What follows belongs to an exercise in optimizing a design on an open flow for small area; a production flow would make more cautious choices. Function was checked by simulation only, so behaviour that the tests miss may differ from the original. Power figures rest on the tool's default switching activity, not on a simulated workload.

==> design/flow/design.v <==
module test(
input rst,
input sigin,
input sysclk,
input modecontrol,
output highfreq,
output [7:0]Cathodes,
output[3:0] AN
);
assign highfreq = modecontrol;
reg iq, iqq, oq;
reg [2:0] ts;
reg tout;
wire irise = iq & ~iqq;
wire osig = modecontrol ? tout : iq;
wire orise = osig & ~oq;
always @(posedge sysclk) begin
  if (rst) begin
    iq <= 0; iqq <= 0; oq <= 0; ts <= 0; tout <= 0;
  end else begin
    iq <= sigin; iqq <= iq; oq <= osig;
    if (irise) begin
      if (ts == 3'd4) begin ts <= 0; tout <= ~tout; end
      else ts <= ts + 1'b1;
    end
  end
end
reg [6:0] p;
reg [9:0] q;
reg ph;                       
wire tick = (p == 7'd99);
wire g = (p == 7'd49) && (q == 10'd500);
always @(posedge sysclk) begin
  if (rst) begin
    p <= 7'd50; q <= 0; ph <= 0;
  end else begin
    p <= tick ? 7'd0 : p + 1'b1;
    if (tick) q <= (q == 10'd999) ? 10'd0 : q + 1'b1;
    if (g) ph <= ~ph;
  end
end
reg r;
reg [3:0] c0, c1, c2, c3;
wire clr = rst | (g & ph);
always @(posedge sysclk) begin
  r <= ~rst & orise & ~ph & ~g;
  if (clr) begin
    c0 <= 0; c1 <= 0; c2 <= 0; c3 <= 0;
  end else if (r) begin
    c0 <= (c0 == 4'd9) ? 4'd0 : c0 + 1'b1;
    if (c0 == 4'd9) begin
      c1 <= (c1 == 4'd9) ? 4'd0 : c1 + 1'b1;
      if (c1 == 4'd9) begin
        c2 <= (c2 == 4'd9) ? 4'd0 : c2 + 1'b1;
        if (c2 == 4'd9)
          c3 <= (c3 == 4'd9) ? 4'd0 : c3 + 1'b1;
      end
    end
  end
end
reg [3:0] dig;
always @(posedge sysclk) begin
  if (rst) dig <= 4'hF;
  else if (tick)
    case (q[1:0])
      2'd0: dig <= c0;
      2'd1: dig <= c1;
      2'd2: dig <= c2;
      default: dig <= c3;
    endcase
end
wire [3:0] d = dig;
wire [6:0] seg;
assign seg[0] = (d[0] & ~d[1] & ~d[2] & ~d[3]) | (d[2] & d[3]) | (~d[0] & ~d[1] & d[2]);
assign seg[1] = (~d[0] & d[1] & d[2]) | (d[1] & d[3]) | (d[0] & ~d[1] & d[2]);
assign seg[2] = (d[1] & d[3]) | (~d[0] & d[1] & ~d[2]);
assign seg[3] = (~d[0] & ~d[1] & d[2]) | (d[0] & ~d[1] & ~d[2] & ~d[3]) | (d[0] & d[1] & d[2]);
assign seg[4] = (~d[1] & d[2]) | d[0];
assign seg[5] = (d[1] & ~d[2]) | (d[0] & ~d[2] & ~d[3]) | (d[0] & d[1]);
assign seg[6] = (~d[1] & ~d[2] & ~d[3]) | (d[0] & d[1] & d[2]);
wire blank = d[3] & d[1];
assign Cathodes = {1'b1, seg};
assign AN = {4{blank}} | ~{q[1:0] == 2'd0, q[1:0] == 2'd3, q[1:0] == 2'd2, q[1:0] == 2'd1};
endmodule
==> design/flow/run.sh <==
#!/bin/bash
# synth_recipe.tcl (not shown) runs the flow's synth.tcl, then flattens the netlist and writes it again
# the make line also repeats each setting of config.mk as NAME=value (left out here)
make -C /OpenROAD-flow-scripts/flow DESIGN_CONFIG=/design/flow/config.mk WORK_HOME=/design/flow/orfs CLKGATE_MAP_FILE= SYNTH_SCRIPT=/design/flow/synth_recipe.tcl finish
==> design/flow/config.mk <==
export PLATFORM = sky130hd
export DESIGN_NAME = test
export DESIGN_NICKNAME = test
export VERILOG_FILES = /design/flow/design.v
export SDC_FILE = /design/flow/constraint.sdc
export NUM_CORES = 4
export LEC_CHECK = 0
export CAP_MARGIN = 20
export CORE_MARGIN = 2
export CORE_UTILIZATION = 40
export SLEW_MARGIN = 20
==> design/flow/constraint.sdc <==
create_clock -name core_clock -period 15.0 [get_ports {sysclk}]
set_input_delay 3.0000 -clock core_clock [delete_from_list [all_inputs] [get_ports {sysclk}]]
set_output_delay 3.0000 -clock core_clock [all_outputs]
set_load 0.01 [all_outputs]
==> metrics.md, run 1 <==
| Metric | Value |
|---|---|
| Die Ht | 80.6 um |
| Top Family by Delay on Critical Path | buffers and inverters |
| Grt ovf | 0 |
| Drt wl/cell | 12.5 um |
| Critical Path AT | 4030 ps |
| Ys flop type | dfxtp_1 |
| Die X | 80.6 um |
| Static Leak | 0.967 nW |
| Worst-path clk slew | 80 ps |
| RSZ-0062 raised after global routing | false |
| Ports | 17 |
| Final min period | 7030 ps |
| Max Cap Viol | 0 |
| DRT iter0 DRCs | 71 |
| Synth unique cells | 51 |
| First-pass GRT wire length | 7970 um |
| Worst EP required | 12000 ps |
| Synth Register Bits | 46 |
| Slew Viols, Final | 0 |
| Most frequent cells in the layout | dfxtp_1 (46), nand2_1 (27), nor2_1 (26), a21oi_1 (17), o21ai_0 (16) |
| Net count, final | 301 |
| Post-DP HPWL | 3240 um |
| Vias in the first global route | 1813 |
| Final Cycle Share | 46.9% |
| Hold Violations, Final | 0 |
| DRT Pass-1 Iters | 5 |
| Power per cell area | 85.2 mW/mm2 |
| Utilization after layout | 47.6% |
| Synth top area share | 39.3% |
| Cell breakdown of the critical path | clkdlybuf4s50_1 > clkdlybuf4s50_1 |
| Final setup violation count | 0 |
| Total CTS buffers | 5 |
| Starting density of the core | 42.1% |
| FF-to-FF setup slack | 12860 ps |
| Mapped Area | 0.00235 mm2 |
| DRC | 0 |
| Worst-margin pin slew | 561 ps |
| Syn Nets | 290 |
| Post-Synthesis Cells | 278 |
| Post-DRT Antenna Nets | 0 |
| Post-synth ARST share | 0% |
| YS warnings | 1 |
| DRT Wirelength | 4530 um |
| GP Congestion | 0.833 |
| Post-route setup TNS | 0 ps |
| Max clock buf depth | 2 |
| TritonCTS clock tree | done |
| Worst path bufs/invs | 2 |
| Maximum clock rate | 0.142 GHz |
| Post-CTS resize count | 0 |
| Layout cells sized above 1 | 6.55% |
| Clock root buffer | clkbuf_8 |
| Largest area contributor in the netlist | dfxtp_1 |
| Clock skew | 5.85 ps |
| Largest cells by area after synthesis | dfxtp_1 (39%), nand2_1 (4.3%), ha_1 (4.3%) |
| Vias/cell | 5.27 |
| WS Path Type | primary input to output pin |
| Worst min-delay path category | flop to flop |
| Post-CTS setup buffer count | 0 |
| Clock sink total | 46 |
| Commonest non-fill, non-tap cell in the layout | dfxtp_1 |
| Critical path startpoint category | primary input |
| Outcome | complete, no violations |
| Core area | 0.00557 mm2 |
| Most used cell, CP | clkdlybuf4s50_1 |
| Syn avg cell area | 8.44 um2 |
| Die footprint | 0.00649 mm2 |
| Via Count | 1909 |
| CP Capture Type | output pin |
| Critical path's slowest cell | clkdlybuf4s50_1 |
| CTS Hold Bufs | 0 |
| Max stage delay on crit path | 540 ps |
| Seq/Total Area, Yosys | 39.3% |
| Worst-case vdd ir drop | 0.0427 mV |
| Global-route usage over all layers | 15.5% |
| # fillers | 566 |
| Pin count of the biggest net entering global routing | 21 |
| Slew headroom | 62.1% |
| H-tree depth | 2 |
| Diodes inserted | 0 |
| Clk latency of the worst-skew pair | 300 ps |
| Area Overhead vs Synth | 13.1% |
| Max FO, Critical Path | 2 |
| Initial antenna violation count | 0 |
| # rows | 27 |
| Post-synth EDFFs | 0 |
| Port bufs | 15 |
[worst reg2reg max path, stage by stage (launching register included)]
cell     delay [ps]
dfxtp_1         380
or3b_1          430
or4_1           610
or4_4           530
a21oi_2         140
[routing by layer]
layer  track usage, %  share of wire [%]
met1             19.0                 49
met2             26.3                 48
met3             3.48                2.3
met4             5.93                1.2
met5                0                  0
[flip-flops by register name, summed over array words and instances (netlist names)]
name,cells
tout,1
c0,4
dig,4
r,1
c3,4
iqq,1
c1,4
q,10
c2,4
ts,3
ph,1
iq,1
oq,1
p,7
[cell families after synthesis]
family | after synthesis | synth area share (%)
simple gates | 123 | 28.9
compound gates | 57 | 16.2
flops | 46 | 39.3
buf+inv | 25 | 4.37
xor+xnor | 15 | 5.60
fa+ha+maj | 8 | 4.27
mux | 3 | 1.28
other cells | 1 | 0.160
[worst paths after layout]
kind | cells after the start | end | startpoint
max | 2 | highfreq | modecontrol
min | 1 | r | oq
min reg2reg | 1 | r | oq
max reg2reg | 4 | c3[0] | c1[1]
[Yosys cell counts, types with 3 or more instances]
| library cell | count |
|---|---|
| or3_1 | 9 |
| nand4_1 | 5 |
| o211a_1 | 3 |
| and3_1 | 3 |
| nor2b_1 | 11 |
| nor3b_1 | 4 |
| or4_1 | 3 |
| nor4b_1 | 3 |
| a211o_1 | 3 |
| nor3_1 | 6 |
| mux2i_1 | 3 |
| ha_1 | 8 |
| nand3b_1 | 4 |
| clkbuf_1 | 9 |
| xor2_1 | 7 |
| o21ai_0 | 16 |
| dfxtp_1 | 46 |
| nor2_1 | 26 |
| nand2_1 | 27 |
| nand3_1 | 6 |
| a21oi_1 | 17 |
| xnor2_1 | 8 |
| inv_1 | 12 |
| a222oi_1 | 4 |
[final cells by class]
| type | count | area [um2] | area share [%] |
|---|---|---|---|
| multi-input combinational | 207 | 1320 | 49.9 |
| sequential | 46 | 921 | 34.7 |
| timing repair buffer | 17 | 165 | 6.23 |
| tap | 72 | 90.1 | 3.40 |
| clock buffer | 5 | 68.8 | 2.59 |
| inverter | 12 | 45.0 | 1.70 |
| clock inverter | 3 | 40.0 | 1.51 |
[power by group]
group	internal, W	switching (W)	total, W
Combinational	0.00000410	0.00000529	0.00000939
Sequential	0.000124	0.00000163	0.000125
Clock	0.0000491	0.0000420	0.0000911
[through the flow]
step	area (um2)	instances	power, W	hold WS, ps	worst slack [ps]
CTS	2650	362	0.000229	394	7960
detailed placement	2540	354	0.000138	386	7960
floorplan	2350	278	0.000135	376	8880
finish	2650	362	0.000226	390	7970
global route	2650	362	0.000237	415	7930
global placement	2540	354	0.000138	381	7970
==> run 2: changes to the inputs <==
--- a/design/flow/config.mk
+++ b/design/flow/config.mk
@@ -8,4 +8,7 @@
 export CAP_MARGIN = 20
 export CORE_MARGIN = 2
 export CORE_UTILIZATION = 40
+export CTS_BUF_LIST = sky130_fd_sc_hd__clkbuf_8
+export CTS_CLUSTER_DIAMETER = 200
+export CTS_CLUSTER_SIZE = 60
 export SLEW_MARGIN = 20
==> run 2 against run 1 <==
- still clean on timing, DRC and antenna
- wire length is the same
- sequential cell count is the same
- clock power is essentially flat
- clock-buffer cell count is the same
- synthesized cell count is the same
- hold slack is the same
- clock skew is the same
==> metrics.md, run 2 <==
| Metric | Value |
|---|---|
| Grt ovf | 0 (unchanged) |
| # fillers | 566 (unchanged) |
| DRC | 0 (unchanged) |
| Diodes inserted | 0 (unchanged) |
| Synth top area share | 39.3% (unchanged) |
| Global-route usage over all layers | 15.5% (unchanged) |
| YS warnings | 1 (unchanged) |
| Post-synth top cells | dfxtp_1 (46), nand2_1 (27), nor2_1 (26), a21oi_1 (17), o21ai_0 (16) |
| Starting density of the core | 42.1% (unchanged) |
| Most frequent cells in the layout | dfxtp_1 (46), nand2_1 (27), nor2_1 (26), a21oi_1 (17), o21ai_0 (16) |
| Post-synth ARST share | 0% (unchanged) |
| Top Family by Delay on Critical Path | buffers and inverters |
| WS Path Type | primary input to output pin |
| First-pass GRT wire length | 7970 um (unchanged) |
| DRT Wirelength | 4530 um (unchanged) |
| Initial antenna violation count | 0 (unchanged) |
| Worst Hold Margin | 390 ps (unchanged) |
| Die footprint | 0.00649 mm2 (unchanged) |
| Clock skew | 5.85 ps (unchanged) |
| Net count, final | 301 (unchanged) |
| Power per cell area | 85.2 mW/mm2 (unchanged) |
| Max FO, Critical Path | 2 (unchanged) |
| Core area | 0.00557 mm2 (unchanged) |
| Final Cycle Share | 46.9% (unchanged) |
| DRT iter0 DRCs | 71 (unchanged) |
| Critical Path AT | 4030 ps (about the same) |
| Clock sink total | 46 (unchanged) |
| Vias in the first global route | 1813 (unchanged) |
| Synth Register Bits | 46 (unchanged) |
| Slew headroom | 62.1% (unchanged) |
| Drt wl/cell | 12.5 um (unchanged) |
| # rows | 27 (unchanged) |
| Design Area, Final | 0.00265 mm2 (unchanged) |
| DRT Pass-1 Iters | 5 (unchanged) |
| Post-route setup TNS | 0 ps (unchanged) |
| CTS Hold Bufs | 0 (unchanged) |
| Commonest non-fill, non-tap cell in the layout | dfxtp_1 |
| Max reg flops | 10 (unchanged) |
| Max clock buf depth | 2 (unchanged) |
| RSZ-0062 raised after global routing | false |
| H-tree depth | 2 (unchanged) |
| Slew Viols, Final | 0 (unchanged) |
| Top-count cell post-synth | dfxtp_1 |
| Port bufs | 15 (unchanged) |
| Worst path bufs/invs | 2 (unchanged) |
| Hold Violations, Final | 0 (unchanged) |
| Ports | 17 (unchanged) |
| Worst-case vdd ir drop | 0.0427 mV (unchanged) |
| Critical path's slowest cell | clkdlybuf4s50_1 |
| CP Capture Type | output pin |
| Total CTS buffers | 5 (unchanged) |
| Post-DRT Antenna Nets | 0 (unchanged) |
| Worst EP required | 12000 ps (about the same) |
| Area Overhead vs Synth | 13.1% (unchanged) |
| Max Cap Viol | 0 (unchanged) |
| Outcome | complete, no violations |
| Vias/cell | 5.27 (unchanged) |
| Seq/Total Area, Yosys | 39.3% (unchanged) |
| Mapped Area | 0.00235 mm2 (unchanged) |
| Clk latency of the worst-skew pair | 300 ps (about the same) |
| Critical path startpoint category | primary input |
| TritonCTS clock tree | done |
| GP Congestion | 0.833 (unchanged) |
| Top Registers | q (10), p (7) |
| Largest area contributor in the netlist | dfxtp_1 |
| Worst-margin pin slew | 561 ps (unchanged) |
| Worst-path clk slew | 80 ps (about the same) |
| Die X | 80.6 um (unchanged) |
| Max stage delay on crit path | 540 ps (about the same) |
| Syn Nets | 290 (unchanged) |
| Via Count | 1909 (unchanged) |
| R2r startpoint | c1[1] |
| Place WS | 7960 ps (unchanged) |
| Clock root buffer | clkbuf_8 |
| Static Leak | 0.967 nW (unchanged) |
| Ys flop type | dfxtp_1 |
| Post-synth EDFFs | 0 (unchanged) |
| Largest Register | q |
| Layout cells sized above 1 | 6.55% (unchanged) |
| Largest cells by area after synthesis | dfxtp_1 (39%), nand2_1 (4.3%), ha_1 (4.3%) |
| Worst setup margin | 7970 ps (unchanged) |
| Maximum clock rate | 0.142 GHz (unchanged) |
| Die Ht | 80.6 um (unchanged) |
| Worst min-delay path category | flop to flop |
| Synth unique cells | 51 (unchanged) |
| Final setup violation count | 0 (unchanged) |
| Post-CTS resize count | 0 (unchanged) |
| Pin count of the biggest net entering global routing | 21 (unchanged) |
| Post-CTS setup buffer count | 0 (unchanged) |
| Cell breakdown of the critical path | clkdlybuf4s50_1 > clkdlybuf4s50_1 |
| Post-Synthesis Cells | 278 (unchanged) |
| Area after DPL | 0.00254 mm2 (unchanged) |
| Post-DP HPWL | 3240 um (unchanged) |
| Hold Startpoint | oq |
| Most used cell, CP | clkdlybuf4s50_1 |
| Final min period | 7030 ps (unchanged) |
| Syn avg cell area | 8.44 um2 (unchanged) |
| Setup crit start | modecontrol |
run 2: cell counts in the layout (fill, tap and decap cells not counted):
No cell type changed its count.
run 2: cell families (layout without fill, tap and decap cells):
family,Yosys count,in the layout,synth area share [%]
simple gates,123,123,28.9
compound gates,57,57,16.2
flops,46,46,39.3
buf+inv,25,37,4.37
xor+xnor,15,15,5.60
fa+ha+maj,8,8,4.27
mux,3,3,1.28
other cells,1,1,0.160
run 2: per-layer routing:
layer	global-route usage, %	share of wire, %
met4	5.93	1.2
met5	0	0
met3	3.48	2.3
met2	26.3	48
met1	19.0	49
run 2: stage by stage:
stage | util (%) | power (W) | std cells
after detailed placement | 45.6 | 0.000138 | 354
after CTS | 47.6 | 0.000229 | 362
final | 47.6 | 0.000226 | 362
after floorplan | - | 0.000135 | 278
after global routing | 47.6 | 0.000237 | 362
after global placement | 45.6 | 0.000138 | 354
run 2: report_power, final:
part | internal (W) | total (W) | switching [W]
Sequential | 0.000124 | 0.000125 | 0.00000163
Combinational | 0.00000410 | 0.00000939 | 0.00000529
Clock | 0.0000491 | 0.0000911 | 0.0000420
run 2: worst paths after layout:
kind	to	slack (ps)	cells past startpoint
max reg2reg	c3[0]	12860	4
min	r	390	1
max	highfreq	7970	2
min reg2reg	r	390	1
run 2: cell type report:
class	count	area (um2)	share of cell area [%]
Sequential cell	46	921	34.7
Tap cell	72	90.1	3.40
Clock buffer	5	68.8	2.59
Inverter	12	45.0	1.70
Multi-Input combinational cell	207	1320	49.9
Timing Repair Buffer	17	165	6.23
Clock inverter	3	40.0	1.51

[port drivers added, routing unchanged]
In the flow no input, the clock included, has a driving cell. The finished layouts below were timed again as built, in two steps. Step 1, drivers: a clkbuf_16 drives sysclk and a buf_2 each remaining input, both assumed. Step 2, shift: input delay + t, output delay - t, t = (earliest + latest rising clock arrival at the registers) / 2. This alone moves slack from input paths to output paths. Slacks: ideal / step 1 / step 2; pairs: ideal / step 1.
| run | shift t [ns] | setup slack, ns | hold WS [ns] | pins driven straight from the clock port |
|---|---|---|---|---|
| run 1 | 0.325 | 7.968 / 7.943 / 7.943 | 0.390 / 0.390 / 0.390 | 1 |
| run 2 | 0.325 | 7.968 / 7.943 / 7.943 | 0.390 / 0.390 / 0.390 | 1 |
After both steps every run listed still meets setup and hold.
